This design comes from an exercise in tuning for small area and a short achievable clock period on the open sky130 flow, not from production work. Only simulation tests tie the RTL to the original design; equivalence was not proved.

==> flow/design.v (outline; a module is shown in full before it is edited, if it fits) <==
// module flipper: 4 lines
// module and3: 4 lines
// module or4: 4 lines
// module mux2: 6 lines
// module mux4: 11 lines
// module mux4by19: 23 lines
// module oneC: 5 lines
// module half_adder: 6 lines
// module full_adder: 6 lines
// module halfAdderChain: 23 lines
// module kGenerator: 10 lines
// module partialProduct: 3 lines
// module CSAM: 785 lines
// module RNE19: 5 lines
// module RNE16: 5 lines
// module flopenr: 10 lines
// module datapath: 43 lines
module datapath(input   logic              clk, reset, kSelect, nEnable, dEnable,
                input   logic       [1:0]  ndSelect,
                input   logic       [15:0] N, D, IA,
                output  logic       [15:0] result);
  // ...
==> flow/run.sh <==
#!/bin/bash
# synth_recipe.tcl (not shown) runs the flow's synth.tcl, then flattens the netlist and writes it again
# the make line also repeats each setting of config.mk as NAME=value (left out here)
make -C /OpenROAD-flow-scripts/flow DESIGN_CONFIG=/design/flow/config.mk WORK_HOME=/design/flow/orfs CLKGATE_MAP_FILE= SYNTH_SCRIPT=/design/flow/synth_recipe.tcl finish
==> flow/config.mk <==
export PLATFORM = sky130hd
export DESIGN_NAME = datapath
export DESIGN_NICKNAME = datapath
export VERILOG_FILES = /design/flow/design.v
export SDC_FILE = /design/flow/constraint.sdc
export NUM_CORES = 4
export LEC_CHECK = 0
export CAP_MARGIN = 20
export CORE_MARGIN = 2
export CORE_UTILIZATION = 40
export SLEW_MARGIN = 20
==> flow/constraint.sdc <==
create_clock -name core_clock -period 22.0 [get_ports {clk}]
set_input_delay 4.4000 -clock core_clock [delete_from_list [all_inputs] [get_ports {clk}]]
set_output_delay 4.4000 -clock core_clock [all_outputs]
set_load 0.01 [all_outputs]
==> qor.csv, run 1 <==
metric;value;unit
cts_tree;done;
dr.pass1.iters;5;
final_core_util;0.4428;
cts_resized;0;
clockBufferDepth;2;
final.setup.worst_slack;0.7862;ns
dieArea;29170;µm²
multi_input_comb_cells;865;
status;complete, no violations;
hold_viol_final;0;
worst_path_max_delay_cell;fa_1;
synth-compound-area-share;0.02575;
drive_gt1_frac;0.06996;
fin_crit_sh;0.9643;
synth_xor_area_frac;0.002361;
synth-seq-area-share;0.08545;
clock-root-buffer;clkbuf_16;
seq_area;950.9;µm²
critical_path_class;primary input to flip-flop;
cpMostUsedCell;fa_1;
min_to;CSAM_Reg_N.q[2];
holdWs;0.5152;ns
critical_path_cell_count;48;
diodes;0;
synth_mux_area_frac;0.07083;
slowest_delay;0.57;ns
avgSynthCellArea;10.47;µm²
grtUsageMet3;0.02036;
multiInputGateArea;9469;µm²
port_buffers;70;
synth_top_area_share;0.5541;
==> inputs of run 2 (changes only) <==
==> flow/design.v (replaced) <==
module fa(input logic a, b, ci, output logic s, co);
    assign s  = a ^ b ^ ci;
    assign co = (a & b) | (a & ci) | (b & ci);
endmodule
module ha(input logic a, b, output logic s, co);
    assign s  = a ^ b;
    assign co = a & b;
endmodule
module datapath(input   logic              clk, reset, kSelect, nEnable, dEnable,
                input   logic       [1:0]  ndSelect,
                input   logic       [15:0] N, D, IA,
                output  logic       [15:0] result);
    logic [18:0] regN, regD, K, M, R;
    assign K = kSelect ? {IA, 3'b000} : (~regD + 19'd2);
    always_comb
        case (ndSelect)
            2'd0: M = {D, 3'b000};
            2'd1: M = {N, 3'b000};
            2'd2: M = regD;
            default: M = regN;
        endcase
    wire s1;
    wire c2;
    ha u2 (.a((K[0] & M[13])), .b((K[1] & M[12])), .s(s1), .co(c2));
    wire s3;
    wire c4;
    fa u4 (.a((K[0] & M[14])), .b((K[1] & M[13])), .ci((K[2] & M[12])), .s(s3), .co(c4));
    wire s5;
    wire c6;
    ha u6 (.a((K[3] & M[11])), .b((K[4] & M[10])), .s(s5), .co(c6));
    wire s7;
    wire c8;
    fa u8 (.a((K[0] & M[15])), .b((K[1] & M[14])), .ci((K[2] & M[13])), .s(s7), .co(c8));
    wire s9;
    wire c10;
    fa u10 (.a((K[3] & M[12])), .b((K[4] & M[11])), .ci((K[5] & M[10])), .s(s9), .co(c10));
    wire s11;
    wire c12;
    ha u12 (.a((K[6] & M[9])), .b((K[7] & M[8])), .s(s11), .co(c12));
    wire s13;
    wire c14;
    fa u14 (.a((K[0] & M[16])), .b((K[1] & M[15])), .ci((K[2] & M[14])), .s(s13), .co(c14));
    wire s15;
    wire c16;
    fa u16 (.a((K[3] & M[13])), .b((K[4] & M[12])), .ci((K[5] & M[11])), .s(s15), .co(c16));
    wire s17;
    wire c18;
    fa u18 (.a((K[6] & M[10])), .b((K[7] & M[9])), .ci((K[8] & M[8])), .s(s17), .co(c18));
    wire s19;
    wire c20;
    ha u20 (.a((K[9] & M[7])), .b((K[10] & M[6])), .s(s19), .co(c20));
    wire s21;
    wire c22;
    fa u22 (.a((K[0] & M[17])), .b((K[1] & M[16])), .ci((K[2] & M[15])), .s(s21), .co(c22));
    wire s23;
    wire c24;
    fa u24 (.a((K[3] & M[14])), .b((K[4] & M[13])), .ci((K[5] & M[12])), .s(s23), .co(c24));
    wire s25;
    wire c26;
    fa u26 (.a((K[6] & M[11])), .b((K[7] & M[10])), .ci((K[8] & M[9])), .s(s25), .co(c26));
    wire s27;
    wire c28;
    fa u28 (.a((K[9] & M[8])), .b((K[10] & M[7])), .ci((K[11] & M[6])), .s(s27), .co(c28));
    wire s29;
    wire c30;
    ha u30 (.a((K[12] & M[5])), .b((K[13] & M[4])), .s(s29), .co(c30));
    wire s31;
    wire c32;
    fa u32 (.a((K[0] & M[18])), .b((K[1] & M[17])), .ci((K[2] & M[16])), .s(s31), .co(c32));
    wire s33;
    wire c34;
    fa u34 (.a((K[3] & M[15])), .b((K[4] & M[14])), .ci((K[5] & M[13])), .s(s33), .co(c34));
    wire s35;
    wire c36;
    fa u36 (.a((K[6] & M[12])), .b((K[7] & M[11])), .ci((K[8] & M[10])), .s(s35), .co(c36));
    wire s37;
    wire c38;
    fa u38 (.a((K[9] & M[9])), .b((K[10] & M[8])), .ci((K[11] & M[7])), .s(s37), .co(c38));
    wire s39;
    wire c40;
    fa u40 (.a((K[12] & M[6])), .b((K[13] & M[5])), .ci((K[14] & M[4])), .s(s39), .co(c40));
    wire s41;
    wire c42;
    ha u42 (.a((K[15] & M[3])), .b((K[16] & M[2])), .s(s41), .co(c42));
    wire s43;
    wire c44;
    fa u44 (.a((K[1] & M[18])), .b((K[2] & M[17])), .ci((K[3] & M[16])), .s(s43), .co(c44));
    wire s45;
    wire c46;
    fa u46 (.a((K[4] & M[15])), .b((K[5] & M[14])), .ci((K[6] & M[13])), .s(s45), .co(c46));
    wire s47;
    wire c48;
    fa u48 (.a((K[7] & M[12])), .b((K[8] & M[11])), .ci((K[9] & M[10])), .s(s47), .co(c48));
    wire s49;
    wire c50;
    fa u50 (.a((K[10] & M[9])), .b((K[11] & M[8])), .ci((K[12] & M[7])), .s(s49), .co(c50));
    wire s51;
    wire c52;
    fa u52 (.a((K[13] & M[6])), .b((K[14] & M[5])), .ci((K[15] & M[4])), .s(s51), .co(c52));
    wire s53;
    wire c54;
    ha u54 (.a((K[16] & M[3])), .b((K[17] & M[2])), .s(s53), .co(c54));
    wire s55;
    wire c56;
    fa u56 (.a((K[2] & M[18])), .b((K[3] & M[17])), .ci((K[4] & M[16])), .s(s55), .co(c56));
    wire s57;
    wire c58;
    fa u58 (.a((K[5] & M[15])), .b((K[6] & M[14])), .ci((K[7] & M[13])), .s(s57), .co(c58));
    wire s59;
    wire c60;
    fa u60 (.a((K[8] & M[12])), .b((K[9] & M[11])), .ci((K[10] & M[10])), .s(s59), .co(c60));
    wire s61;
    wire c62;
    fa u62 (.a((K[11] & M[9])), .b((K[12] & M[8])), .ci((K[13] & M[7])), .s(s61), .co(c62));
    wire s63;
    wire c64;
    fa u64 (.a((K[14] & M[6])), .b((K[15] & M[5])), .ci((K[16] & M[4])), .s(s63), .co(c64));
    wire s65;
    wire c66;
    fa u66 (.a((K[3] & M[18])), .b((K[4] & M[17])), .ci((K[5] & M[16])), .s(s65), .co(c66));
    wire s67;
    wire c68;
    fa u68 (.a((K[6] & M[15])), .b((K[7] & M[14])), .ci((K[8] & M[13])), .s(s67), .co(c68));
    wire s69;
    wire c70;
    fa u70 (.a((K[9] & M[12])), .b((K[10] & M[11])), .ci((K[11] & M[10])), .s(s69), .co(c70));
    wire s71;
    wire c72;
    fa u72 (.a((K[12] & M[9])), .b((K[13] & M[8])), .ci((K[14] & M[7])), .s(s71), .co(c72));
    wire s73;
    wire c74;
    fa u74 (.a((K[4] & M[18])), .b((K[5] & M[17])), .ci((K[6] & M[16])), .s(s73), .co(c74));
    wire s75;
    wire c76;
    fa u76 (.a((K[7] & M[15])), .b((K[8] & M[14])), .ci((K[9] & M[13])), .s(s75), .co(c76));
    wire s77;
    wire c78;
    fa u78 (.a((K[10] & M[12])), .b((K[11] & M[11])), .ci((K[12] & M[10])), .s(s77), .co(c78));
    wire s79;
    wire c80;
    fa u80 (.a((K[5] & M[18])), .b((K[6] & M[17])), .ci((K[7] & M[16])), .s(s79), .co(c80));
    wire s81;
    wire c82;
    fa u82 (.a((K[8] & M[15])), .b((K[9] & M[14])), .ci((K[10] & M[13])), .s(s81), .co(c82));
    wire s83;
    wire c84;
    fa u84 (.a((K[6] & M[18])), .b((K[7] & M[17])), .ci((K[8] & M[16])), .s(s83), .co(c84));
    wire s85;
    wire c86;
    ha u86 (.a((K[0] & M[9])), .b((K[1] & M[8])), .s(s85), .co(c86));
    wire s87;
    wire c88;
    fa u88 (.a((K[0] & M[10])), .b((K[1] & M[9])), .ci((K[2] & M[8])), .s(s87), .co(c88));
    wire s89;
    wire c90;
    ha u90 (.a((K[3] & M[7])), .b((K[4] & M[6])), .s(s89), .co(c90));
    wire s91;
    wire c92;
    fa u92 (.a((K[0] & M[11])), .b((K[1] & M[10])), .ci((K[2] & M[9])), .s(s91), .co(c92));
    wire s93;
    wire c94;
    fa u94 (.a((K[3] & M[8])), .b((K[4] & M[7])), .ci((K[5] & M[6])), .s(s93), .co(c94));
    wire s95;
    wire c96;
    ha u96 (.a((K[6] & M[5])), .b((K[7] & M[4])), .s(s95), .co(c96));
    wire s97;
    wire c98;
    fa u98 (.a((K[0] & M[12])), .b((K[1] & M[11])), .ci((K[2] & M[10])), .s(s97), .co(c98));
    wire s99;
    wire c100;
    fa u100 (.a((K[3] & M[9])), .b((K[4] & M[8])), .ci((K[5] & M[7])), .s(s99), .co(c100));
    wire s101;
    wire c102;
    fa u102 (.a((K[6] & M[6])), .b((K[7] & M[5])), .ci((K[8] & M[4])), .s(s101), .co(c102));
    wire s103;
    wire c104;
    ha u104 (.a((K[9] & M[3])), .b((K[10] & M[2])), .s(s103), .co(c104));
    wire s105;
    wire c106;
    fa u106 (.a(s1), .b((K[2] & M[11])), .ci((K[3] & M[10])), .s(s105), .co(c106));
    wire s107;
    wire c108;
    fa u108 (.a((K[4] & M[9])), .b((K[5] & M[8])), .ci((K[6] & M[7])), .s(s107), .co(c108));
    wire s109;
    wire c110;
    fa u110 (.a((K[7] & M[6])), .b((K[8] & M[5])), .ci((K[9] & M[4])), .s(s109), .co(c110));
    wire s111;
    wire c112;
    fa u112 (.a((K[10] & M[3])), .b((K[11] & M[2])), .ci((K[12] & M[1])), .s(s111), .co(c112));
    wire s113;
    wire c114;
    fa u114 (.a(c2), .b(s3), .ci(s5), .s(s113), .co(c114));
    wire s115;
    wire c116;
    fa u116 (.a((K[5] & M[9])), .b((K[6] & M[8])), .ci((K[7] & M[7])), .s(s115), .co(c116));
    wire s117;
    wire c118;
    fa u118 (.a((K[8] & M[6])), .b((K[9] & M[5])), .ci((K[10] & M[4])), .s(s117), .co(c118));
    wire s119;
    wire c120;
    fa u120 (.a((K[11] & M[3])), .b((K[12] & M[2])), .ci((K[13] & M[1])), .s(s119), .co(c120));
    wire s121;
    wire c122;
    fa u122 (.a(c4), .b(c6), .ci(s7), .s(s121), .co(c122));
    wire s123;
    wire c124;
    fa u124 (.a(s9), .b(s11), .ci((K[8] & M[7])), .s(s123), .co(c124));
    wire s125;
    wire c126;
    fa u126 (.a((K[9] & M[6])), .b((K[10] & M[5])), .ci((K[11] & M[4])), .s(s125), .co(c126));
    wire s127;
    wire c128;
    fa u128 (.a((K[12] & M[3])), .b((K[13] & M[2])), .ci((K[14] & M[1])), .s(s127), .co(c128));
    wire s129;
    wire c130;
    fa u130 (.a(c8), .b(c10), .ci(c12), .s(s129), .co(c130));
    wire s131;
    wire c132;
    fa u132 (.a(s13), .b(s15), .ci(s17), .s(s131), .co(c132));
    wire s133;
    wire c134;
    fa u134 (.a(s19), .b((K[11] & M[5])), .ci((K[12] & M[4])), .s(s133), .co(c134));
    wire s135;
    wire c136;
    fa u136 (.a((K[13] & M[3])), .b((K[14] & M[2])), .ci((K[15] & M[1])), .s(s135), .co(c136));
    wire s137;
    wire c138;
    fa u138 (.a(c14), .b(c16), .ci(c18), .s(s137), .co(c138));
    wire s139;
    wire c140;
    fa u140 (.a(c20), .b(s21), .ci(s23), .s(s139), .co(c140));
    wire s141;
    wire c142;
    fa u142 (.a(s25), .b(s27), .ci(s29), .s(s141), .co(c142));
    wire s143;
    wire c144;
    fa u144 (.a((K[14] & M[3])), .b((K[15] & M[2])), .ci((K[16] & M[1])), .s(s143), .co(c144));
    wire s145;
    wire c146;
    fa u146 (.a(c22), .b(c24), .ci(c26), .s(s145), .co(c146));
    wire s147;
    wire c148;
    fa u148 (.a(c28), .b(c30), .ci(s31), .s(s147), .co(c148));
    wire s149;
    wire c150;
    fa u150 (.a(s33), .b(s35), .ci(s37), .s(s149), .co(c150));
    wire s151;
    wire c152;
    fa u152 (.a(s39), .b(s41), .ci((K[17] & M[1])), .s(s151), .co(c152));
    wire s153;
    wire c154;
    fa u154 (.a(c32), .b(c34), .ci(c36), .s(s153), .co(c154));
    wire s155;
    wire c156;
    fa u156 (.a(c38), .b(c40), .ci(c42), .s(s155), .co(c156));
    wire s157;
    wire c158;
    fa u158 (.a(s43), .b(s45), .ci(s47), .s(s157), .co(c158));
    wire s159;
    wire c160;
    fa u160 (.a(s49), .b(s51), .ci(s53), .s(s159), .co(c160));
    wire s161;
    wire c162;
    fa u162 (.a(c44), .b(c46), .ci(c48), .s(s161), .co(c162));
    wire s163;
    wire c164;
    fa u164 (.a(c50), .b(c52), .ci(c54), .s(s163), .co(c164));
    wire s165;
    wire c166;
    fa u166 (.a(s55), .b(s57), .ci(s59), .s(s165), .co(c166));
    wire s167;
    wire c168;
    fa u168 (.a(s61), .b(s63), .ci((K[17] & M[3])), .s(s167), .co(c168));
    wire s169;
    wire c170;
    fa u170 (.a(c56), .b(c58), .ci(c60), .s(s169), .co(c170));
    wire s171;
    wire c172;
    fa u172 (.a(c62), .b(c64), .ci(s65), .s(s171), .co(c172));
    wire s173;
    wire c174;
    fa u174 (.a(s67), .b(s69), .ci(s71), .s(s173), .co(c174));
    wire s175;
    wire c176;
    fa u176 (.a((K[15] & M[6])), .b((K[16] & M[5])), .ci((K[17] & M[4])), .s(s175), .co(c176));
    wire s177;
    wire c178;
    fa u178 (.a(c66), .b(c68), .ci(c70), .s(s177), .co(c178));
    wire s179;
    wire c180;
    fa u180 (.a(c72), .b(s73), .ci(s75), .s(s179), .co(c180));
    wire s181;
    wire c182;
    fa u182 (.a(s77), .b((K[13] & M[9])), .ci((K[14] & M[8])), .s(s181), .co(c182));
    wire s183;
    wire c184;
    fa u184 (.a((K[15] & M[7])), .b((K[16] & M[6])), .ci((K[17] & M[5])), .s(s183), .co(c184));
    wire s185;
    wire c186;
    fa u186 (.a(c74), .b(c76), .ci(c78), .s(s185), .co(c186));
    wire s187;
    wire c188;
    fa u188 (.a(s79), .b(s81), .ci((K[11] & M[12])), .s(s187), .co(c188));
    wire s189;
    wire c190;
    fa u190 (.a((K[12] & M[11])), .b((K[13] & M[10])), .ci((K[14] & M[9])), .s(s189), .co(c190));
    wire s191;
    wire c192;
    fa u192 (.a((K[15] & M[8])), .b((K[16] & M[7])), .ci((K[17] & M[6])), .s(s191), .co(c192));
    wire s193;
    wire c194;
    fa u194 (.a(c80), .b(c82), .ci(s83), .s(s193), .co(c194));
    wire s195;
    wire c196;
    fa u196 (.a((K[9] & M[15])), .b((K[10] & M[14])), .ci((K[11] & M[13])), .s(s195), .co(c196));
    wire s197;
    wire c198;
    fa u198 (.a((K[12] & M[12])), .b((K[13] & M[11])), .ci((K[14] & M[10])), .s(s197), .co(c198));
    wire s199;
    wire c200;
    fa u200 (.a((K[15] & M[9])), .b((K[16] & M[8])), .ci((K[17] & M[7])), .s(s199), .co(c200));
    wire s201;
    wire c202;
    fa u202 (.a(c84), .b((K[7] & M[18])), .ci((K[8] & M[17])), .s(s201), .co(c202));
    wire s203;
    wire c204;
    fa u204 (.a((K[9] & M[16])), .b((K[10] & M[15])), .ci((K[11] & M[14])), .s(s203), .co(c204));
    wire s205;
    wire c206;
    fa u206 (.a((K[12] & M[13])), .b((K[13] & M[12])), .ci((K[14] & M[11])), .s(s205), .co(c206));
    wire s207;
    wire c208;
    fa u208 (.a((K[15] & M[10])), .b((K[16] & M[9])), .ci((K[17] & M[8])), .s(s207), .co(c208));
    wire s209;
    wire c210;
    fa u210 (.a((K[8] & M[18])), .b((K[9] & M[17])), .ci((K[10] & M[16])), .s(s209), .co(c210));
    wire s211;
    wire c212;
    fa u212 (.a((K[11] & M[15])), .b((K[12] & M[14])), .ci((K[13] & M[13])), .s(s211), .co(c212));
    wire s213;
    wire c214;
    fa u214 (.a((K[14] & M[12])), .b((K[15] & M[11])), .ci((K[16] & M[10])), .s(s213), .co(c214));
    wire s215;
    wire c216;
    fa u216 (.a((K[9] & M[18])), .b((K[10] & M[17])), .ci((K[11] & M[16])), .s(s215), .co(c216));
    wire s217;
    wire c218;
    fa u218 (.a((K[12] & M[15])), .b((K[13] & M[14])), .ci((K[14] & M[13])), .s(s217), .co(c218));
    wire s219;
    wire c220;
    fa u220 (.a((K[10] & M[18])), .b((K[11] & M[17])), .ci((K[12] & M[16])), .s(s219), .co(c220));
    wire s221;
    wire c222;
    ha u222 (.a((K[0] & M[6])), .b((K[1] & M[5])), .s(s221), .co(c222));
    wire s223;
    wire c224;
    fa u224 (.a((K[0] & M[7])), .b((K[1] & M[6])), .ci((K[2] & M[5])), .s(s223), .co(c224));
    wire s225;
    wire c226;
    ha u226 (.a((K[3] & M[4])), .b((K[4] & M[3])), .s(s225), .co(c226));
    wire s227;
    wire c228;
    fa u228 (.a((K[0] & M[8])), .b((K[1] & M[7])), .ci((K[2] & M[6])), .s(s227), .co(c228));
    wire s229;
    wire c230;
    fa u230 (.a((K[3] & M[5])), .b((K[4] & M[4])), .ci((K[5] & M[3])), .s(s229), .co(c230));
    wire s231;
    wire c232;
    ha u232 (.a((K[6] & M[2])), .b((K[7] & M[1])), .s(s231), .co(c232));
    wire s233;
    wire c234;
    fa u234 (.a(s85), .b((K[2] & M[7])), .ci((K[3] & M[6])), .s(s233), .co(c234));
    wire s235;
    wire c236;
    fa u236 (.a((K[4] & M[5])), .b((K[5] & M[4])), .ci((K[6] & M[3])), .s(s235), .co(c236));
    wire s237;
    wire c238;
    fa u238 (.a((K[7] & M[2])), .b((K[8] & M[1])), .ci((K[9] & M[0])), .s(s237), .co(c238));
    wire s239;
    wire c240;
    fa u240 (.a(c86), .b(s87), .ci(s89), .s(s239), .co(c240));
    wire s241;
    wire c242;
    fa u242 (.a((K[5] & M[5])), .b((K[6] & M[4])), .ci((K[7] & M[3])), .s(s241), .co(c242));
    wire s243;
    wire c244;
    fa u244 (.a((K[8] & M[2])), .b((K[9] & M[1])), .ci((K[10] & M[0])), .s(s243), .co(c244));
    wire s245;
    wire c246;
    fa u246 (.a(c88), .b(c90), .ci(s91), .s(s245), .co(c246));
    wire s247;
    wire c248;
    fa u248 (.a(s93), .b(s95), .ci((K[8] & M[3])), .s(s247), .co(c248));
    wire s249;
    wire c250;
    fa u250 (.a((K[9] & M[2])), .b((K[10] & M[1])), .ci((K[11] & M[0])), .s(s249), .co(c250));
    wire s251;
    wire c252;
    fa u252 (.a(c92), .b(c94), .ci(c96), .s(s251), .co(c252));
    wire s253;
    wire c254;
    fa u254 (.a(s97), .b(s99), .ci(s101), .s(s253), .co(c254));
    wire s255;
    wire c256;
    fa u256 (.a(s103), .b((K[11] & M[1])), .ci((K[12] & M[0])), .s(s255), .co(c256));
    wire s257;
    wire c258;
    fa u258 (.a(c98), .b(c100), .ci(c102), .s(s257), .co(c258));
    wire s259;
    wire c260;
    fa u260 (.a(c104), .b(s105), .ci(s107), .s(s259), .co(c260));
    wire s261;
    wire c262;
    fa u262 (.a(s109), .b(s111), .ci((K[13] & M[0])), .s(s261), .co(c262));
    wire s263;
    wire c264;
    fa u264 (.a(c106), .b(c108), .ci(c110), .s(s263), .co(c264));
    wire s265;
    wire c266;
    fa u266 (.a(c112), .b(s113), .ci(s115), .s(s265), .co(c266));
    wire s267;
    wire c268;
    fa u268 (.a(s117), .b(s119), .ci((K[14] & M[0])), .s(s267), .co(c268));
    wire s269;
    wire c270;
    fa u270 (.a(c114), .b(c116), .ci(c118), .s(s269), .co(c270));
    wire s271;
    wire c272;
    fa u272 (.a(c120), .b(s121), .ci(s123), .s(s271), .co(c272));
    wire s273;
    wire c274;
    fa u274 (.a(s125), .b(s127), .ci((K[15] & M[0])), .s(s273), .co(c274));
    wire s275;
    wire c276;
    fa u276 (.a(c122), .b(c124), .ci(c126), .s(s275), .co(c276));
    wire s277;
    wire c278;
    fa u278 (.a(c128), .b(s129), .ci(s131), .s(s277), .co(c278));
    wire s279;
    wire c280;
    fa u280 (.a(s133), .b(s135), .ci((K[16] & M[0])), .s(s279), .co(c280));
    wire s281;
    wire c282;
    fa u282 (.a(c130), .b(c132), .ci(c134), .s(s281), .co(c282));
    wire s283;
    wire c284;
    fa u284 (.a(c136), .b(s137), .ci(s139), .s(s283), .co(c284));
    wire s285;
    wire c286;
    fa u286 (.a(s141), .b(s143), .ci((K[17] & M[0])), .s(s285), .co(c286));
    wire s287;
    wire c288;
    fa u288 (.a(c138), .b(c140), .ci(c142), .s(s287), .co(c288));
    wire s289;
    wire c290;
    fa u290 (.a(c144), .b(s145), .ci(s147), .s(s289), .co(c290));
    wire s291;
    wire c292;
    fa u292 (.a(s149), .b(s151), .ci((K[18] & M[0])), .s(s291), .co(c292));
    wire s293;
    wire c294;
    fa u294 (.a(c146), .b(c148), .ci(c150), .s(s293), .co(c294));
    wire s295;
    wire c296;
    fa u296 (.a(c152), .b(s153), .ci(s155), .s(s295), .co(c296));
    wire s297;
    wire c298;
    fa u298 (.a(s157), .b(s159), .ci((K[18] & M[1])), .s(s297), .co(c298));
    wire s299;
    wire c300;
    fa u300 (.a(c154), .b(c156), .ci(c158), .s(s299), .co(c300));
    wire s301;
    wire c302;
    fa u302 (.a(c160), .b(s161), .ci(s163), .s(s301), .co(c302));
    wire s303;
    wire c304;
    fa u304 (.a(s165), .b(s167), .ci((K[18] & M[2])), .s(s303), .co(c304));
    wire s305;
    wire c306;
    fa u306 (.a(c162), .b(c164), .ci(c166), .s(s305), .co(c306));
    wire s307;
    wire c308;
    fa u308 (.a(c168), .b(s169), .ci(s171), .s(s307), .co(c308));
    wire s309;
    wire c310;
    fa u310 (.a(s173), .b(s175), .ci((K[18] & M[3])), .s(s309), .co(c310));
    wire s311;
    wire c312;
    fa u312 (.a(c170), .b(c172), .ci(c174), .s(s311), .co(c312));
    wire s313;
    wire c314;
    fa u314 (.a(c176), .b(s177), .ci(s179), .s(s313), .co(c314));
    wire s315;
    wire c316;
    fa u316 (.a(s181), .b(s183), .ci((K[18] & M[4])), .s(s315), .co(c316));
    wire s317;
    wire c318;
    fa u318 (.a(c178), .b(c180), .ci(c182), .s(s317), .co(c318));
    wire s319;
    wire c320;
    fa u320 (.a(c184), .b(s185), .ci(s187), .s(s319), .co(c320));
    wire s321;
    wire c322;
    fa u322 (.a(s189), .b(s191), .ci((K[18] & M[5])), .s(s321), .co(c322));
    wire s323;
    wire c324;
    fa u324 (.a(c186), .b(c188), .ci(c190), .s(s323), .co(c324));
    wire s325;
    wire c326;
    fa u326 (.a(c192), .b(s193), .ci(s195), .s(s325), .co(c326));
    wire s327;
    wire c328;
    fa u328 (.a(s197), .b(s199), .ci((K[18] & M[6])), .s(s327), .co(c328));
    wire s329;
    wire c330;
    fa u330 (.a(c194), .b(c196), .ci(c198), .s(s329), .co(c330));
    wire s331;
    wire c332;
    fa u332 (.a(c200), .b(s201), .ci(s203), .s(s331), .co(c332));
    wire s333;
    wire c334;
    fa u334 (.a(s205), .b(s207), .ci((K[18] & M[7])), .s(s333), .co(c334));
    wire s335;
    wire c336;
    fa u336 (.a(c202), .b(c204), .ci(c206), .s(s335), .co(c336));
    wire s337;
    wire c338;
    fa u338 (.a(c208), .b(s209), .ci(s211), .s(s337), .co(c338));
    wire s339;
    wire c340;
    fa u340 (.a(s213), .b((K[17] & M[9])), .ci((K[18] & M[8])), .s(s339), .co(c340));
    wire s341;
    wire c342;
    fa u342 (.a(c210), .b(c212), .ci(c214), .s(s341), .co(c342));
    wire s343;
    wire c344;
    fa u344 (.a(s215), .b(s217), .ci((K[15] & M[12])), .s(s343), .co(c344));
    wire s345;
    wire c346;
    fa u346 (.a((K[16] & M[11])), .b((K[17] & M[10])), .ci((K[18] & M[9])), .s(s345), .co(c346));
    wire s347;
    wire c348;
    fa u348 (.a(c216), .b(c218), .ci(s219), .s(s347), .co(c348));
    wire s349;
    wire c350;
    fa u350 (.a((K[13] & M[15])), .b((K[14] & M[14])), .ci((K[15] & M[13])), .s(s349), .co(c350));
    wire s351;
    wire c352;
    fa u352 (.a((K[16] & M[12])), .b((K[17] & M[11])), .ci((K[18] & M[10])), .s(s351), .co(c352));
    wire s353;
    wire c354;
    fa u354 (.a(c220), .b((K[11] & M[18])), .ci((K[12] & M[17])), .s(s353), .co(c354));
    wire s355;
    wire c356;
    fa u356 (.a((K[13] & M[16])), .b((K[14] & M[15])), .ci((K[15] & M[14])), .s(s355), .co(c356));
    wire s357;
    wire c358;
    fa u358 (.a((K[16] & M[13])), .b((K[17] & M[12])), .ci((K[18] & M[11])), .s(s357), .co(c358));
    wire s359;
    wire c360;
    fa u360 (.a((K[12] & M[18])), .b((K[13] & M[17])), .ci((K[14] & M[16])), .s(s359), .co(c360));
    wire s361;
    wire c362;
    fa u362 (.a((K[15] & M[15])), .b((K[16] & M[14])), .ci((K[17] & M[13])), .s(s361), .co(c362));
    wire s363;
    wire c364;
    fa u364 (.a((K[13] & M[18])), .b((K[14] & M[17])), .ci((K[15] & M[16])), .s(s363), .co(c364));
    wire s365;
    wire c366;
    ha u366 (.a((K[0] & M[4])), .b((K[1] & M[3])), .s(s365), .co(c366));
    wire s367;
    wire c368;
    fa u368 (.a((K[0] & M[5])), .b((K[1] & M[4])), .ci((K[2] & M[3])), .s(s367), .co(c368));
    wire s369;
    wire c370;
    ha u370 (.a((K[3] & M[2])), .b((K[4] & M[1])), .s(s369), .co(c370));
    wire s371;
    wire c372;
    fa u372 (.a(s221), .b((K[2] & M[4])), .ci((K[3] & M[3])), .s(s371), .co(c372));
    wire s373;
    wire c374;
    fa u374 (.a((K[4] & M[2])), .b((K[5] & M[1])), .ci((K[6] & M[0])), .s(s373), .co(c374));
    wire s375;
    wire c376;
    fa u376 (.a(c222), .b(s223), .ci(s225), .s(s375), .co(c376));
    wire s377;
    wire c378;
    fa u378 (.a((K[5] & M[2])), .b((K[6] & M[1])), .ci((K[7] & M[0])), .s(s377), .co(c378));
    wire s379;
    wire c380;
    fa u380 (.a(c224), .b(c226), .ci(s227), .s(s379), .co(c380));
    wire s381;
    wire c382;
    fa u382 (.a(s229), .b(s231), .ci((K[8] & M[0])), .s(s381), .co(c382));
    wire s383;
    wire c384;
    fa u384 (.a(c228), .b(c230), .ci(c232), .s(s383), .co(c384));
    wire s385;
    wire c386;
    fa u386 (.a(s233), .b(s235), .ci(s237), .s(s385), .co(c386));
    wire s387;
    wire c388;
    fa u388 (.a(c234), .b(c236), .ci(c238), .s(s387), .co(c388));
    wire s389;
    wire c390;
    fa u390 (.a(s239), .b(s241), .ci(s243), .s(s389), .co(c390));
    wire s391;
    wire c392;
    fa u392 (.a(c240), .b(c242), .ci(c244), .s(s391), .co(c392));
    wire s393;
    wire c394;
    fa u394 (.a(s245), .b(s247), .ci(s249), .s(s393), .co(c394));
    wire s395;
    wire c396;
    fa u396 (.a(c246), .b(c248), .ci(c250), .s(s395), .co(c396));
    wire s397;
    wire c398;
    fa u398 (.a(s251), .b(s253), .ci(s255), .s(s397), .co(c398));
    wire s399;
    wire c400;
    fa u400 (.a(c252), .b(c254), .ci(c256), .s(s399), .co(c400));
    wire s401;
    wire c402;
    fa u402 (.a(s257), .b(s259), .ci(s261), .s(s401), .co(c402));
    wire s403;
    wire c404;
    fa u404 (.a(c258), .b(c260), .ci(c262), .s(s403), .co(c404));
    wire s405;
    wire c406;
    fa u406 (.a(s263), .b(s265), .ci(s267), .s(s405), .co(c406));
    wire s407;
    wire c408;
    fa u408 (.a(c264), .b(c266), .ci(c268), .s(s407), .co(c408));
    wire s409;
    wire c410;
    fa u410 (.a(s269), .b(s271), .ci(s273), .s(s409), .co(c410));
    wire s411;
    wire c412;
    fa u412 (.a(c270), .b(c272), .ci(c274), .s(s411), .co(c412));
    wire s413;
    wire c414;
    fa u414 (.a(s275), .b(s277), .ci(s279), .s(s413), .co(c414));
    wire s415;
    wire c416;
    fa u416 (.a(c276), .b(c278), .ci(c280), .s(s415), .co(c416));
    wire s417;
    wire c418;
    fa u418 (.a(s281), .b(s283), .ci(s285), .s(s417), .co(c418));
    wire s419;
    wire c420;
    fa u420 (.a(c282), .b(c284), .ci(c286), .s(s419), .co(c420));
    wire s421;
    wire c422;
    fa u422 (.a(s287), .b(s289), .ci(s291), .s(s421), .co(c422));
    wire s423;
    wire c424;
    fa u424 (.a(c288), .b(c290), .ci(c292), .s(s423), .co(c424));
    wire s425;
    wire c426;
    fa u426 (.a(s293), .b(s295), .ci(s297), .s(s425), .co(c426));
    wire s427;
    wire c428;
    fa u428 (.a(c294), .b(c296), .ci(c298), .s(s427), .co(c428));
    wire s429;
    wire c430;
    fa u430 (.a(s299), .b(s301), .ci(s303), .s(s429), .co(c430));
    wire s431;
    wire c432;
    fa u432 (.a(c300), .b(c302), .ci(c304), .s(s431), .co(c432));
    wire s433;
    wire c434;
    fa u434 (.a(s305), .b(s307), .ci(s309), .s(s433), .co(c434));
    wire s435;
    wire c436;
    fa u436 (.a(c306), .b(c308), .ci(c310), .s(s435), .co(c436));
    wire s437;
    wire c438;
    fa u438 (.a(s311), .b(s313), .ci(s315), .s(s437), .co(c438));
    wire s439;
    wire c440;
    fa u440 (.a(c312), .b(c314), .ci(c316), .s(s439), .co(c440));
    wire s441;
    wire c442;
    fa u442 (.a(s317), .b(s319), .ci(s321), .s(s441), .co(c442));
    wire s443;
    wire c444;
    fa u444 (.a(c318), .b(c320), .ci(c322), .s(s443), .co(c444));
    wire s445;
    wire c446;
    fa u446 (.a(s323), .b(s325), .ci(s327), .s(s445), .co(c446));
    wire s447;
    wire c448;
    fa u448 (.a(c324), .b(c326), .ci(c328), .s(s447), .co(c448));
    wire s449;
    wire c450;
    fa u450 (.a(s329), .b(s331), .ci(s333), .s(s449), .co(c450));
    wire s451;
    wire c452;
    fa u452 (.a(c330), .b(c332), .ci(c334), .s(s451), .co(c452));
    wire s453;
    wire c454;
    fa u454 (.a(s335), .b(s337), .ci(s339), .s(s453), .co(c454));
    wire s455;
    wire c456;
    fa u456 (.a(c336), .b(c338), .ci(c340), .s(s455), .co(c456));
    wire s457;
    wire c458;
    fa u458 (.a(s341), .b(s343), .ci(s345), .s(s457), .co(c458));
    wire s459;
    wire c460;
    fa u460 (.a(c342), .b(c344), .ci(c346), .s(s459), .co(c460));
    wire s461;
    wire c462;
    fa u462 (.a(s347), .b(s349), .ci(s351), .s(s461), .co(c462));
    wire s463;
    wire c464;
    fa u464 (.a(c348), .b(c350), .ci(c352), .s(s463), .co(c464));
    wire s465;
    wire c466;
    fa u466 (.a(s353), .b(s355), .ci(s357), .s(s465), .co(c466));
    wire s467;
    wire c468;
    fa u468 (.a(c354), .b(c356), .ci(c358), .s(s467), .co(c468));
    wire s469;
    wire c470;
    fa u470 (.a(s359), .b(s361), .ci((K[18] & M[12])), .s(s469), .co(c470));
    wire s471;
    wire c472;
    fa u472 (.a(c360), .b(c362), .ci(s363), .s(s471), .co(c472));
    wire s473;
    wire c474;
    fa u474 (.a((K[16] & M[15])), .b((K[17] & M[14])), .ci((K[18] & M[13])), .s(s473), .co(c474));
    wire s475;
    wire c476;
    fa u476 (.a(c364), .b((K[14] & M[18])), .ci((K[15] & M[17])), .s(s475), .co(c476));
    wire s477;
    wire c478;
    fa u478 (.a((K[16] & M[16])), .b((K[17] & M[15])), .ci((K[18] & M[14])), .s(s477), .co(c478));
    wire s479;
    wire c480;
    fa u480 (.a((K[15] & M[18])), .b((K[16] & M[17])), .ci((K[17] & M[16])), .s(s479), .co(c480));
    wire s481;
    wire c482;
    ha u482 (.a((K[0] & M[3])), .b((K[1] & M[2])), .s(s481), .co(c482));
    wire s483;
    wire c484;
    fa u484 (.a(s365), .b((K[2] & M[2])), .ci((K[3] & M[1])), .s(s483), .co(c484));
    wire s485;
    wire c486;
    fa u486 (.a(c366), .b(s367), .ci(s369), .s(s485), .co(c486));
    wire s487;
    wire c488;
    fa u488 (.a(c368), .b(c370), .ci(s371), .s(s487), .co(c488));
    wire s489;
    wire c490;
    fa u490 (.a(c372), .b(c374), .ci(s375), .s(s489), .co(c490));
    wire s491;
    wire c492;
    fa u492 (.a(c376), .b(c378), .ci(s379), .s(s491), .co(c492));
    wire s493;
    wire c494;
    fa u494 (.a(c380), .b(c382), .ci(s383), .s(s493), .co(c494));
    wire s495;
    wire c496;
    fa u496 (.a(c384), .b(c386), .ci(s387), .s(s495), .co(c496));
    wire s497;
    wire c498;
    fa u498 (.a(c388), .b(c390), .ci(s391), .s(s497), .co(c498));
    wire s499;
    wire c500;
    fa u500 (.a(c392), .b(c394), .ci(s395), .s(s499), .co(c500));
    wire s501;
    wire c502;
    fa u502 (.a(c396), .b(c398), .ci(s399), .s(s501), .co(c502));
    wire s503;
    wire c504;
    fa u504 (.a(c400), .b(c402), .ci(s403), .s(s503), .co(c504));
    wire s505;
    wire c506;
    fa u506 (.a(c404), .b(c406), .ci(s407), .s(s505), .co(c506));
    wire s507;
    wire c508;
    fa u508 (.a(c408), .b(c410), .ci(s411), .s(s507), .co(c508));
    wire s509;
    wire c510;
    fa u510 (.a(c412), .b(c414), .ci(s415), .s(s509), .co(c510));
    wire s511;
    wire c512;
    fa u512 (.a(c416), .b(c418), .ci(s419), .s(s511), .co(c512));
    wire s513;
    wire c514;
    fa u514 (.a(c420), .b(c422), .ci(s423), .s(s513), .co(c514));
    wire s515;
    wire c516;
    fa u516 (.a(c424), .b(c426), .ci(s427), .s(s515), .co(c516));
    wire s517;
    wire c518;
    fa u518 (.a(c428), .b(c430), .ci(s431), .s(s517), .co(c518));
    wire s519;
    wire c520;
    fa u520 (.a(c432), .b(c434), .ci(s435), .s(s519), .co(c520));
    wire s521;
    wire c522;
    fa u522 (.a(c436), .b(c438), .ci(s439), .s(s521), .co(c522));
    wire s523;
    wire c524;
    fa u524 (.a(c440), .b(c442), .ci(s443), .s(s523), .co(c524));
    wire s525;
    wire c526;
    fa u526 (.a(c444), .b(c446), .ci(s447), .s(s525), .co(c526));
    wire s527;
    wire c528;
    fa u528 (.a(c448), .b(c450), .ci(s451), .s(s527), .co(c528));
    wire s529;
    wire c530;
    fa u530 (.a(c452), .b(c454), .ci(s455), .s(s529), .co(c530));
    wire s531;
    wire c532;
    fa u532 (.a(c456), .b(c458), .ci(s459), .s(s531), .co(c532));
    wire s533;
    wire c534;
    fa u534 (.a(c460), .b(c462), .ci(s463), .s(s533), .co(c534));
    wire s535;
    wire c536;
    fa u536 (.a(c464), .b(c466), .ci(s467), .s(s535), .co(c536));
    wire s537;
    wire c538;
    fa u538 (.a(c468), .b(c470), .ci(s471), .s(s537), .co(c538));
    wire s539;
    wire c540;
    fa u540 (.a(c472), .b(c474), .ci(s475), .s(s539), .co(c540));
    wire s541;
    wire c542;
    fa u542 (.a(c476), .b(c478), .ci(s479), .s(s541), .co(c542));
    wire s543;
    wire c544;
    fa u544 (.a(c480), .b((K[16] & M[18])), .ci((K[17] & M[17])), .s(s543), .co(c544));
    wire s545;
    wire c546;
    ha u546 (.a((K[0] & M[2])), .b((K[1] & M[1])), .s(s545), .co(c546));
    wire s547;
    wire c548;
    fa u548 (.a(s481), .b((K[2] & M[1])), .ci((K[3] & M[0])), .s(s547), .co(c548));
    wire s549;
    wire c550;
    fa u550 (.a(c482), .b(s483), .ci((K[4] & M[0])), .s(s549), .co(c550));
    wire s551;
    wire c552;
    fa u552 (.a(c484), .b(s485), .ci((K[5] & M[0])), .s(s551), .co(c552));
    wire s553;
    wire c554;
    fa u554 (.a(c486), .b(s487), .ci(s373), .s(s553), .co(c554));
    wire s555;
    wire c556;
    fa u556 (.a(c488), .b(s489), .ci(s377), .s(s555), .co(c556));
    wire s557;
    wire c558;
    fa u558 (.a(c490), .b(s491), .ci(s381), .s(s557), .co(c558));
    wire s559;
    wire c560;
    fa u560 (.a(c492), .b(s493), .ci(s385), .s(s559), .co(c560));
    wire s561;
    wire c562;
    fa u562 (.a(c494), .b(s495), .ci(s389), .s(s561), .co(c562));
    wire s563;
    wire c564;
    fa u564 (.a(c496), .b(s497), .ci(s393), .s(s563), .co(c564));
    wire s565;
    wire c566;
    fa u566 (.a(c498), .b(s499), .ci(s397), .s(s565), .co(c566));
    wire s567;
    wire c568;
    fa u568 (.a(c500), .b(s501), .ci(s401), .s(s567), .co(c568));
    wire s569;
    wire c570;
    fa u570 (.a(c502), .b(s503), .ci(s405), .s(s569), .co(c570));
    wire s571;
    wire c572;
    fa u572 (.a(c504), .b(s505), .ci(s409), .s(s571), .co(c572));
    wire s573;
    wire c574;
    fa u574 (.a(c506), .b(s507), .ci(s413), .s(s573), .co(c574));
    wire s575;
    wire c576;
    fa u576 (.a(c508), .b(s509), .ci(s417), .s(s575), .co(c576));
    wire s577;
    wire c578;
    fa u578 (.a(c510), .b(s511), .ci(s421), .s(s577), .co(c578));
    wire s579;
    wire c580;
    fa u580 (.a(c512), .b(s513), .ci(s425), .s(s579), .co(c580));
    wire s581;
    wire c582;
    fa u582 (.a(c514), .b(s515), .ci(s429), .s(s581), .co(c582));
    wire s583;
    wire c584;
    fa u584 (.a(c516), .b(s517), .ci(s433), .s(s583), .co(c584));
    wire s585;
    wire c586;
    fa u586 (.a(c518), .b(s519), .ci(s437), .s(s585), .co(c586));
    wire s587;
    wire c588;
    fa u588 (.a(c520), .b(s521), .ci(s441), .s(s587), .co(c588));
    wire s589;
    wire c590;
    fa u590 (.a(c522), .b(s523), .ci(s445), .s(s589), .co(c590));
    wire s591;
    wire c592;
    fa u592 (.a(c524), .b(s525), .ci(s449), .s(s591), .co(c592));
    wire s593;
    wire c594;
    fa u594 (.a(c526), .b(s527), .ci(s453), .s(s593), .co(c594));
    wire s595;
    wire c596;
    fa u596 (.a(c528), .b(s529), .ci(s457), .s(s595), .co(c596));
    wire s597;
    wire c598;
    fa u598 (.a(c530), .b(s531), .ci(s461), .s(s597), .co(c598));
    wire s599;
    wire c600;
    fa u600 (.a(c532), .b(s533), .ci(s465), .s(s599), .co(c600));
    wire s601;
    wire c602;
    fa u602 (.a(c534), .b(s535), .ci(s469), .s(s601), .co(c602));
    wire s603;
    wire c604;
    fa u604 (.a(c536), .b(s537), .ci(s473), .s(s603), .co(c604));
    wire s605;
    wire c606;
    fa u606 (.a(c538), .b(s539), .ci(s477), .s(s605), .co(c606));
    wire s607;
    wire c608;
    fa u608 (.a(c540), .b(s541), .ci((K[18] & M[15])), .s(s607), .co(c608));
    wire s609;
    wire c610;
    fa u610 (.a(c542), .b(s543), .ci((K[18] & M[16])), .s(s609), .co(c610));
    wire s611;
    wire c612;
    fa u612 (.a(c544), .b((K[17] & M[18])), .ci((K[18] & M[17])), .s(s611), .co(c612));
    wire [36:0] ra, rb, ps;
    assign ra[0] = (K[0] & M[0]);
    assign rb[0] = 1'b0;
    assign ra[1] = (K[0] & M[1]);
    assign rb[1] = (K[1] & M[0]);
    assign ra[2] = s545;
    assign rb[2] = (K[2] & M[0]);
    assign ra[3] = c546;
    assign rb[3] = s547;
    assign ra[4] = c548;
    assign rb[4] = s549;
    assign ra[5] = c550;
    assign rb[5] = s551;
    assign ra[6] = c552;
    assign rb[6] = s553;
    assign ra[7] = c554;
    assign rb[7] = s555;
    assign ra[8] = c556;
    assign rb[8] = s557;
    assign ra[9] = c558;
    assign rb[9] = s559;
    assign ra[10] = c560;
    assign rb[10] = s561;
    assign ra[11] = c562;
    assign rb[11] = s563;
    assign ra[12] = c564;
    assign rb[12] = s565;
    assign ra[13] = c566;
    assign rb[13] = s567;
    assign ra[14] = c568;
    assign rb[14] = s569;
    assign ra[15] = c570;
    assign rb[15] = s571;
    assign ra[16] = c572;
    assign rb[16] = s573;
    assign ra[17] = c574;
    assign rb[17] = s575;
    assign ra[18] = c576;
    assign rb[18] = s577;
    assign ra[19] = c578;
    assign rb[19] = s579;
    assign ra[20] = c580;
    assign rb[20] = s581;
    assign ra[21] = c582;
    assign rb[21] = s583;
    assign ra[22] = c584;
    assign rb[22] = s585;
    assign ra[23] = c586;
    assign rb[23] = s587;
    assign ra[24] = c588;
    assign rb[24] = s589;
    assign ra[25] = c590;
    assign rb[25] = s591;
    assign ra[26] = c592;
    assign rb[26] = s593;
    assign ra[27] = c594;
    assign rb[27] = s595;
    assign ra[28] = c596;
    assign rb[28] = s597;
    assign ra[29] = c598;
    assign rb[29] = s599;
    assign ra[30] = c600;
    assign rb[30] = s601;
    assign ra[31] = c602;
    assign rb[31] = s603;
    assign ra[32] = c604;
    assign rb[32] = s605;
    assign ra[33] = c606;
    assign rb[33] = s607;
    assign ra[34] = c608;
    assign rb[34] = s609;
    assign ra[35] = c610;
    assign rb[35] = s611;
    assign ra[36] = c612;
    assign rb[36] = (K[18] & M[18]);
    wire [36:0] g0 = ra & rb;
    wire [36:0] p0 = ra ^ rb;
    wire gg1 = g0[1] | (p0[1] & g0[0]);
    wire pp1 = p0[1] & p0[0];
    wire gg2 = g0[2] | (p0[2] & g0[1]);
    wire pp2 = p0[2] & p0[1];
    wire gg3 = g0[3] | (p0[3] & g0[2]);
    wire pp3 = p0[3] & p0[2];
    wire gg4 = g0[4] | (p0[4] & g0[3]);
    wire pp4 = p0[4] & p0[3];
    wire gg5 = g0[5] | (p0[5] & g0[4]);
    wire pp5 = p0[5] & p0[4];
    wire gg6 = g0[6] | (p0[6] & g0[5]);
    wire pp6 = p0[6] & p0[5];
    wire gg7 = g0[7] | (p0[7] & g0[6]);
    wire pp7 = p0[7] & p0[6];
    wire gg8 = g0[8] | (p0[8] & g0[7]);
    wire pp8 = p0[8] & p0[7];
    wire gg9 = g0[9] | (p0[9] & g0[8]);
    wire pp9 = p0[9] & p0[8];
    wire gg10 = g0[10] | (p0[10] & g0[9]);
    wire pp10 = p0[10] & p0[9];
    wire gg11 = g0[11] | (p0[11] & g0[10]);
    wire pp11 = p0[11] & p0[10];
    wire gg12 = g0[12] | (p0[12] & g0[11]);
    wire pp12 = p0[12] & p0[11];
    wire gg13 = g0[13] | (p0[13] & g0[12]);
    wire pp13 = p0[13] & p0[12];
    wire gg14 = g0[14] | (p0[14] & g0[13]);
    wire pp14 = p0[14] & p0[13];
    wire gg15 = g0[15] | (p0[15] & g0[14]);
    wire pp15 = p0[15] & p0[14];
    wire gg16 = g0[16] | (p0[16] & g0[15]);
    wire pp16 = p0[16] & p0[15];
    wire gg17 = g0[17] | (p0[17] & g0[16]);
    wire pp17 = p0[17] & p0[16];
    wire gg18 = g0[18] | (p0[18] & g0[17]);
    wire pp18 = p0[18] & p0[17];
    wire gg19 = g0[19] | (p0[19] & g0[18]);
    wire pp19 = p0[19] & p0[18];
    wire gg20 = g0[20] | (p0[20] & g0[19]);
    wire pp20 = p0[20] & p0[19];
    wire gg21 = g0[21] | (p0[21] & g0[20]);
    wire pp21 = p0[21] & p0[20];
    wire gg22 = g0[22] | (p0[22] & g0[21]);
    wire pp22 = p0[22] & p0[21];
    wire gg23 = g0[23] | (p0[23] & g0[22]);
    wire pp23 = p0[23] & p0[22];
    wire gg24 = g0[24] | (p0[24] & g0[23]);
    wire pp24 = p0[24] & p0[23];
    wire gg25 = g0[25] | (p0[25] & g0[24]);
    wire pp25 = p0[25] & p0[24];
    wire gg26 = g0[26] | (p0[26] & g0[25]);
    wire pp26 = p0[26] & p0[25];
    wire gg27 = g0[27] | (p0[27] & g0[26]);
    wire pp27 = p0[27] & p0[26];
    wire gg28 = g0[28] | (p0[28] & g0[27]);
    wire pp28 = p0[28] & p0[27];
    wire gg29 = g0[29] | (p0[29] & g0[28]);
    wire pp29 = p0[29] & p0[28];
    wire gg30 = g0[30] | (p0[30] & g0[29]);
    wire pp30 = p0[30] & p0[29];
    wire gg31 = g0[31] | (p0[31] & g0[30]);
    wire pp31 = p0[31] & p0[30];
    wire gg32 = g0[32] | (p0[32] & g0[31]);
    wire pp32 = p0[32] & p0[31];
    wire gg33 = g0[33] | (p0[33] & g0[32]);
    wire pp33 = p0[33] & p0[32];
    wire gg34 = g0[34] | (p0[34] & g0[33]);
    wire pp34 = p0[34] & p0[33];
    wire gg35 = g0[35] | (p0[35] & g0[34]);
    wire pp35 = p0[35] & p0[34];
    wire gg36 = g0[36] | (p0[36] & g0[35]);
    wire pp36 = p0[36] & p0[35];
    wire gg37 = gg2 | (pp2 & g0[0]);
    wire pp37 = pp2 & p0[0];
    wire gg38 = gg3 | (pp3 & gg1);
    wire pp38 = pp3 & pp1;
    wire gg39 = gg4 | (pp4 & gg2);
    wire pp39 = pp4 & pp2;
    wire gg40 = gg5 | (pp5 & gg3);
    wire pp40 = pp5 & pp3;
    wire gg41 = gg6 | (pp6 & gg4);
    wire pp41 = pp6 & pp4;
    wire gg42 = gg7 | (pp7 & gg5);
    wire pp42 = pp7 & pp5;
    wire gg43 = gg8 | (pp8 & gg6);
    wire pp43 = pp8 & pp6;
    wire gg44 = gg9 | (pp9 & gg7);
    wire pp44 = pp9 & pp7;
    wire gg45 = gg10 | (pp10 & gg8);
    wire pp45 = pp10 & pp8;
    wire gg46 = gg11 | (pp11 & gg9);
    wire pp46 = pp11 & pp9;
    wire gg47 = gg12 | (pp12 & gg10);
    wire pp47 = pp12 & pp10;
    wire gg48 = gg13 | (pp13 & gg11);
    wire pp48 = pp13 & pp11;
    wire gg49 = gg14 | (pp14 & gg12);
    wire pp49 = pp14 & pp12;
    wire gg50 = gg15 | (pp15 & gg13);
    wire pp50 = pp15 & pp13;
    wire gg51 = gg16 | (pp16 & gg14);
    wire pp51 = pp16 & pp14;
    wire gg52 = gg17 | (pp17 & gg15);
    wire pp52 = pp17 & pp15;
    wire gg53 = gg18 | (pp18 & gg16);
    wire pp53 = pp18 & pp16;
    wire gg54 = gg19 | (pp19 & gg17);
    wire pp54 = pp19 & pp17;
    wire gg55 = gg20 | (pp20 & gg18);
    wire pp55 = pp20 & pp18;
    wire gg56 = gg21 | (pp21 & gg19);
    wire pp56 = pp21 & pp19;
    wire gg57 = gg22 | (pp22 & gg20);
    wire pp57 = pp22 & pp20;
    wire gg58 = gg23 | (pp23 & gg21);
    wire pp58 = pp23 & pp21;
    wire gg59 = gg24 | (pp24 & gg22);
    wire pp59 = pp24 & pp22;
    wire gg60 = gg25 | (pp25 & gg23);
    wire pp60 = pp25 & pp23;
    wire gg61 = gg26 | (pp26 & gg24);
    wire pp61 = pp26 & pp24;
    wire gg62 = gg27 | (pp27 & gg25);
    wire pp62 = pp27 & pp25;
    wire gg63 = gg28 | (pp28 & gg26);
    wire pp63 = pp28 & pp26;
    wire gg64 = gg29 | (pp29 & gg27);
    wire pp64 = pp29 & pp27;
    wire gg65 = gg30 | (pp30 & gg28);
    wire pp65 = pp30 & pp28;
    wire gg66 = gg31 | (pp31 & gg29);
    wire pp66 = pp31 & pp29;
    wire gg67 = gg32 | (pp32 & gg30);
    wire pp67 = pp32 & pp30;
    wire gg68 = gg33 | (pp33 & gg31);
    wire pp68 = pp33 & pp31;
    wire gg69 = gg34 | (pp34 & gg32);
    wire pp69 = pp34 & pp32;
    wire gg70 = gg35 | (pp35 & gg33);
    wire pp70 = pp35 & pp33;
    wire gg71 = gg36 | (pp36 & gg34);
    wire pp71 = pp36 & pp34;
    wire gg72 = gg39 | (pp39 & g0[0]);
    wire pp72 = pp39 & p0[0];
    wire gg73 = gg40 | (pp40 & gg1);
    wire pp73 = pp40 & pp1;
    wire gg74 = gg41 | (pp41 & gg37);
    wire pp74 = pp41 & pp37;
    wire gg75 = gg42 | (pp42 & gg38);
    wire pp75 = pp42 & pp38;
    wire gg76 = gg43 | (pp43 & gg39);
    wire pp76 = pp43 & pp39;
    wire gg77 = gg44 | (pp44 & gg40);
    wire pp77 = pp44 & pp40;
    wire gg78 = gg45 | (pp45 & gg41);
    wire pp78 = pp45 & pp41;
    wire gg79 = gg46 | (pp46 & gg42);
    wire pp79 = pp46 & pp42;
    wire gg80 = gg47 | (pp47 & gg43);
    wire pp80 = pp47 & pp43;
    wire gg81 = gg48 | (pp48 & gg44);
    wire pp81 = pp48 & pp44;
    wire gg82 = gg49 | (pp49 & gg45);
    wire pp82 = pp49 & pp45;
    wire gg83 = gg50 | (pp50 & gg46);
    wire pp83 = pp50 & pp46;
    wire gg84 = gg51 | (pp51 & gg47);
    wire pp84 = pp51 & pp47;
    wire gg85 = gg52 | (pp52 & gg48);
    wire pp85 = pp52 & pp48;
    wire gg86 = gg53 | (pp53 & gg49);
    wire pp86 = pp53 & pp49;
    wire gg87 = gg54 | (pp54 & gg50);
    wire pp87 = pp54 & pp50;
    wire gg88 = gg55 | (pp55 & gg51);
    wire pp88 = pp55 & pp51;
    wire gg89 = gg56 | (pp56 & gg52);
    wire pp89 = pp56 & pp52;
    wire gg90 = gg57 | (pp57 & gg53);
    wire pp90 = pp57 & pp53;
    wire gg91 = gg58 | (pp58 & gg54);
    wire pp91 = pp58 & pp54;
    wire gg92 = gg59 | (pp59 & gg55);
    wire pp92 = pp59 & pp55;
    wire gg93 = gg60 | (pp60 & gg56);
    wire pp93 = pp60 & pp56;
    wire gg94 = gg61 | (pp61 & gg57);
    wire pp94 = pp61 & pp57;
    wire gg95 = gg62 | (pp62 & gg58);
    wire pp95 = pp62 & pp58;
    wire gg96 = gg63 | (pp63 & gg59);
    wire pp96 = pp63 & pp59;
    wire gg97 = gg64 | (pp64 & gg60);
    wire pp97 = pp64 & pp60;
    wire gg98 = gg65 | (pp65 & gg61);
    wire pp98 = pp65 & pp61;
    wire gg99 = gg66 | (pp66 & gg62);
    wire pp99 = pp66 & pp62;
    wire gg100 = gg67 | (pp67 & gg63);
    wire pp100 = pp67 & pp63;
    wire gg101 = gg68 | (pp68 & gg64);
    wire pp101 = pp68 & pp64;
    wire gg102 = gg69 | (pp69 & gg65);
    wire pp102 = pp69 & pp65;
    wire gg103 = gg70 | (pp70 & gg66);
    wire pp103 = pp70 & pp66;
    wire gg104 = gg71 | (pp71 & gg67);
    wire pp104 = pp71 & pp67;
    wire gg105 = gg76 | (pp76 & g0[0]);
    wire pp105 = pp76 & p0[0];
    wire gg106 = gg77 | (pp77 & gg1);
    wire pp106 = pp77 & pp1;
    wire gg107 = gg78 | (pp78 & gg37);
    wire pp107 = pp78 & pp37;
    wire gg108 = gg79 | (pp79 & gg38);
    wire pp108 = pp79 & pp38;
    wire gg109 = gg80 | (pp80 & gg72);
    wire pp109 = pp80 & pp72;
    wire gg110 = gg81 | (pp81 & gg73);
    wire pp110 = pp81 & pp73;
    wire gg111 = gg82 | (pp82 & gg74);
    wire pp111 = pp82 & pp74;
    wire gg112 = gg83 | (pp83 & gg75);
    wire pp112 = pp83 & pp75;
    wire gg113 = gg84 | (pp84 & gg76);
    wire pp113 = pp84 & pp76;
    wire gg114 = gg85 | (pp85 & gg77);
    wire pp114 = pp85 & pp77;
    wire gg115 = gg86 | (pp86 & gg78);
    wire pp115 = pp86 & pp78;
    wire gg116 = gg87 | (pp87 & gg79);
    wire pp116 = pp87 & pp79;
    wire gg117 = gg88 | (pp88 & gg80);
    wire pp117 = pp88 & pp80;
    wire gg118 = gg89 | (pp89 & gg81);
    wire pp118 = pp89 & pp81;
    wire gg119 = gg90 | (pp90 & gg82);
    wire pp119 = pp90 & pp82;
    wire gg120 = gg91 | (pp91 & gg83);
    wire pp120 = pp91 & pp83;
    wire gg121 = gg92 | (pp92 & gg84);
    wire pp121 = pp92 & pp84;
    wire gg122 = gg93 | (pp93 & gg85);
    wire pp122 = pp93 & pp85;
    wire gg123 = gg94 | (pp94 & gg86);
    wire pp123 = pp94 & pp86;
    wire gg124 = gg95 | (pp95 & gg87);
    wire pp124 = pp95 & pp87;
    wire gg125 = gg96 | (pp96 & gg88);
    wire pp125 = pp96 & pp88;
    wire gg126 = gg97 | (pp97 & gg89);
    wire pp126 = pp97 & pp89;
    wire gg127 = gg98 | (pp98 & gg90);
    wire pp127 = pp98 & pp90;
    wire gg128 = gg99 | (pp99 & gg91);
    wire pp128 = pp99 & pp91;
    wire gg129 = gg100 | (pp100 & gg92);
    wire pp129 = pp100 & pp92;
    wire gg130 = gg101 | (pp101 & gg93);
    wire pp130 = pp101 & pp93;
    wire gg131 = gg102 | (pp102 & gg94);
    wire pp131 = pp102 & pp94;
    wire gg132 = gg103 | (pp103 & gg95);
    wire pp132 = pp103 & pp95;
    wire gg133 = gg104 | (pp104 & gg96);
    wire pp133 = pp104 & pp96;
    wire gg134 = gg113 | (pp113 & g0[0]);
    wire pp134 = pp113 & p0[0];
    wire gg135 = gg114 | (pp114 & gg1);
    wire pp135 = pp114 & pp1;
    wire gg136 = gg115 | (pp115 & gg37);
    wire pp136 = pp115 & pp37;
    wire gg137 = gg116 | (pp116 & gg38);
    wire pp137 = pp116 & pp38;
    wire gg138 = gg117 | (pp117 & gg72);
    wire pp138 = pp117 & pp72;
    wire gg139 = gg118 | (pp118 & gg73);
    wire pp139 = pp118 & pp73;
    wire gg140 = gg119 | (pp119 & gg74);
    wire pp140 = pp119 & pp74;
    wire gg141 = gg120 | (pp120 & gg75);
    wire pp141 = pp120 & pp75;
    wire gg142 = gg121 | (pp121 & gg105);
    wire pp142 = pp121 & pp105;
    wire gg143 = gg122 | (pp122 & gg106);
    wire pp143 = pp122 & pp106;
    wire gg144 = gg123 | (pp123 & gg107);
    wire pp144 = pp123 & pp107;
    wire gg145 = gg124 | (pp124 & gg108);
    wire pp145 = pp124 & pp108;
    wire gg146 = gg125 | (pp125 & gg109);
    wire pp146 = pp125 & pp109;
    wire gg147 = gg126 | (pp126 & gg110);
    wire pp147 = pp126 & pp110;
    wire gg148 = gg127 | (pp127 & gg111);
    wire pp148 = pp127 & pp111;
    wire gg149 = gg128 | (pp128 & gg112);
    wire pp149 = pp128 & pp112;
    wire gg150 = gg129 | (pp129 & gg113);
    wire pp150 = pp129 & pp113;
    wire gg151 = gg130 | (pp130 & gg114);
    wire pp151 = pp130 & pp114;
    wire gg152 = gg131 | (pp131 & gg115);
    wire pp152 = pp131 & pp115;
    wire gg153 = gg132 | (pp132 & gg116);
    wire pp153 = pp132 & pp116;
    wire gg154 = gg133 | (pp133 & gg117);
    wire pp154 = pp133 & pp117;
    wire gg155 = gg150 | (pp150 & g0[0]);
    wire pp155 = pp150 & p0[0];
    wire gg156 = gg151 | (pp151 & gg1);
    wire pp156 = pp151 & pp1;
    wire gg157 = gg152 | (pp152 & gg37);
    wire pp157 = pp152 & pp37;
    wire gg158 = gg153 | (pp153 & gg38);
    wire pp158 = pp153 & pp38;
    wire gg159 = gg154 | (pp154 & gg72);
    wire pp159 = pp154 & pp72;
    assign ps[0] = p0[0];
    assign ps[1] = p0[1] ^ g0[0];
    assign ps[2] = p0[2] ^ gg1;
    assign ps[3] = p0[3] ^ gg37;
    assign ps[4] = p0[4] ^ gg38;
    assign ps[5] = p0[5] ^ gg72;
    assign ps[6] = p0[6] ^ gg73;
    assign ps[7] = p0[7] ^ gg74;
    assign ps[8] = p0[8] ^ gg75;
    assign ps[9] = p0[9] ^ gg105;
    assign ps[10] = p0[10] ^ gg106;
    assign ps[11] = p0[11] ^ gg107;
    assign ps[12] = p0[12] ^ gg108;
    assign ps[13] = p0[13] ^ gg109;
    assign ps[14] = p0[14] ^ gg110;
    assign ps[15] = p0[15] ^ gg111;
    assign ps[16] = p0[16] ^ gg112;
    assign ps[17] = p0[17] ^ gg134;
    assign ps[18] = p0[18] ^ gg135;
    assign ps[19] = p0[19] ^ gg136;
    assign ps[20] = p0[20] ^ gg137;
    assign ps[21] = p0[21] ^ gg138;
    assign ps[22] = p0[22] ^ gg139;
    assign ps[23] = p0[23] ^ gg140;
    assign ps[24] = p0[24] ^ gg141;
    assign ps[25] = p0[25] ^ gg142;
    assign ps[26] = p0[26] ^ gg143;
    assign ps[27] = p0[27] ^ gg144;
    assign ps[28] = p0[28] ^ gg145;
    assign ps[29] = p0[29] ^ gg146;
    assign ps[30] = p0[30] ^ gg147;
    assign ps[31] = p0[31] ^ gg148;
    assign ps[32] = p0[32] ^ gg149;
    assign ps[33] = p0[33] ^ gg155;
    assign ps[34] = p0[34] ^ gg156;
    assign ps[35] = p0[35] ^ gg157;
    assign ps[36] = p0[36] ^ gg158;
    assign R = {ps[36:19], ps[17] & (ps[18] | ps[16])};
    always_ff @(posedge clk, posedge reset)
        if (reset) begin
            regN <= 19'd0;
            regD <= 19'd0;
        end else begin
            if (nEnable) regN <= R;
            if (dEnable) regD <= R;
        end
    assign result = {regD[17:3], regD[1] & (regD[2] | regD[0])};
endmodule
==> run 2 against run 1 <==
  * Still clean
  * Worst setup slack better by 9.3 ns
  * Flip-flop and latch count unchanged
  * Synthesized cell count rose by 45%
  * Cell count up 36%
  * Critical path depth down 23
==> qor.csv, run 2 <==
metric;value;unit;change
port_buffers;70;;unchanged
synth-seq-area-share;0.07329;;-0.01216
drive_gt1_frac;0.06262;;-0.007343
clk_latency;0.29;ns;
dr.pass1.iters;6;;+1
diodes;0;;unchanged
cts.repair_timing.setup_buffer_count;0;;
wl_per_cell;20.39;µm;
yosysWarnings;1;;
critical_path_class;primary input to flip-flop;;
syn_nets;1934;;
clock-root-buffer;clkbuf_16;;
clockBufferDepth;2;;unchanged
synth_top_area_share;0.4444;;-0.1097
antenna_found_initial;1;;
async_reset_ff_frac;1.000;;
end_kind;flip-flop;;
r2r-start;regD[1];;
status;complete, no violations;;
layout_commonest_cell;inv_1;;
stdcell_count;1967;;
ys.flop_type;dfrtp_1;;
drcViolationCount;0;;
drtIter0Drc;677;;
rsz0062_at_grt;false;;
globalplace.congestion;0.9192;;
synthTopCellsByArea;fa_1, inv_1, dfrtp_1;;
critPathLaunch;ndSelect[0];;
synth_top_area_cell;fa_1;;
dp.cells;1959;;
hold_viol_final;0;;unchanged
nFillCells;3142;;
fin_crit_sh;0.5434;;-0.4209
cts_resized;0;;unchanged
cts_tree;done;;
synth.most_common_cell;inv_1;;
grt_pass1_vias;11290;;
cts_buffers;5;;
crit_required;22.16;ns;
dieArea;33890;µm²;+16%
synthCells;1538;;
avgSynthCellArea;8.436;µm²;-19%
slew_violations;0;;
syn_area;12970;µm²;
area_growth;9.518;%;
top_regs;regD: 19 flops, regN: 19 flops;;
io_pins;71;;
==> run 2: cell count changes after synthesis, moves of 9 or more <==
cell and delta:
buf_2 -29, o21ai_1 +9, xor2_1 +11, inv_1 +279
mux4_2 -14, xnor2_1 +14, fa_1 -20, a21o_1 +21
mux2_2 +20, nand2_1 -79, nor2_1 +134, clkbuf_1 +18
o21ai_0 +18, o21a_1 +14
==> run 2: logic make-up (layout without fill, tap and decap cells) <==
| kind of cell | after synthesis | count (layout) | synth area share |
|---|---|---|---|
| simple gates | 506 | 506 | 0.1628 |
| buf+inv | 428 | 455 | 0.1286 |
| mux | 58 | 58 | 0.05072 |
| xor+xnor | 29 | 29 | 0.02015 |
| fa+ha+maj | 341 | 341 | 0.4955 |
| compound gates | 138 | 138 | 0.06895 |
| flops | 38 | 38 | 0.07329 |
==> run 2: final cells by class <==
class                   instances  area, µm²  share of cell area
well taps                     402      503.0             0.03540
flip-flops and latches         38      950.9             0.06692
inverters                     351       1318             0.09272
repair buffers                 96      880.8             0.06199
clock buffers                   6      138.9            0.009774
multi-input cells            1072      10360              0.7290
clock inverters                 2      60.06            0.004226
==> run 2: metrics by stage <==
stage | utilization | setup slack [ns] | hold WS, ns | cell area [µm²]
3_3_place_gp | 0.4416 | 9.908 | 0.4861 | 14010
3_5_place_dp | 0.4416 | 9.855 | 0.4937 | 14010
6_report | 0.4480 | 10.05 | 0.5102 | 14210
4_1_cts | 0.4479 | 10.14 | 0.5066 | 14210
2_1_floorplan | - | 10.63 | 0.4754 | 12970
5_1_grt | 0.4480 | 9.684 | 0.5249 | 14210
==> run 2: per-layer routing <==
| layer | share of wire | GRT usage | vias to the layer above |
|---|---|---|---|
| li1 | - | - | 4603 |
| met1 | 0.39 | 0.3061 | 5211 |
| met2 | 0.49 | 0.4385 | 372 |
| met3 | 0.077 | 0.04861 | 92 |
| met4 | 0.042 | 0.09920 | 2 |
| met5 | 0.00032 | 0 | - |
==> run 2: worst min-delay path by stage <==
stage	to	depth (start not counted)	from	slack [ns]
6_report	regN[2]	1	regN[2]	0.51
5_1_grt	regN[6]	1	regN[6]	0.52
4_1_cts	regN[8]	1	regN[8]	0.51
3_5_place_dp	regN[8]	1	regN[8]	0.49
3_3_place_gp	regN[7]	1	regN[7]	0.49
2_1_floorplan	regN[7]	1	regN[7]	0.48
==> run 2: worst max-delay path, stage by stage <==
cell,delay [ns]
buf_2,0.73
mux2_2,0.45
o21ai_1,0.66
nor2_1,0.16
fa_1,0.55
fa_1,0.52
inv_1,0.05
fa_1,0.38
fa_1,0.55
inv_1,0.06
fa_1,0.52
inv_1,0.05
fa_1,0.50
inv_1,0.04
ha_1,0.38
a211o_1,0.28
a31oi_1,0.13
o21ai_0,0.12
nand3b_1,0.29
a2bb2oi_1,0.32
a21oi_1,0.13
nor3_1,0.32
a21oi_1,0.14
xnor2_1,0.24
a21oi_1,0.10

port drivers added, routing unchanged:
In the flow no input, the clock included, has a driving cell. The finished layouts below were timed again as built, in two steps.
Step 1 assumes that a clkbuf_16 drives the clock port and a buf_2 every other input.
Step 2 moves the port delays by t, midway between the first and last clock arrival at a register: inputs arrive t later, outputs are due t later. That takes back most of the time a late clock gives input paths.
Three values: ideal ports, drivers, drivers and shift; two values: the first two.
| run | t, ns | setup slack, ns | hold slack, ns | clock arrival spread, ns |
|---|---|---|---|---|
| run 1 | 0.316 | 0.786 / 0.783 / 0.467 | 0.515 / 0.515 / 0.515 | 0.006 / 0.006 |
| run 2 | 0.319 | 10.046 / 10.056 / 9.737 | 0.510 / 0.510 / 0.510 | 0.005 / 0.004 |
After both steps setup and hold are still met in every run listed. The setup slack of run 1, which loses most, moves by -0.003 ns with the drivers and by -0.319 ns with both steps.
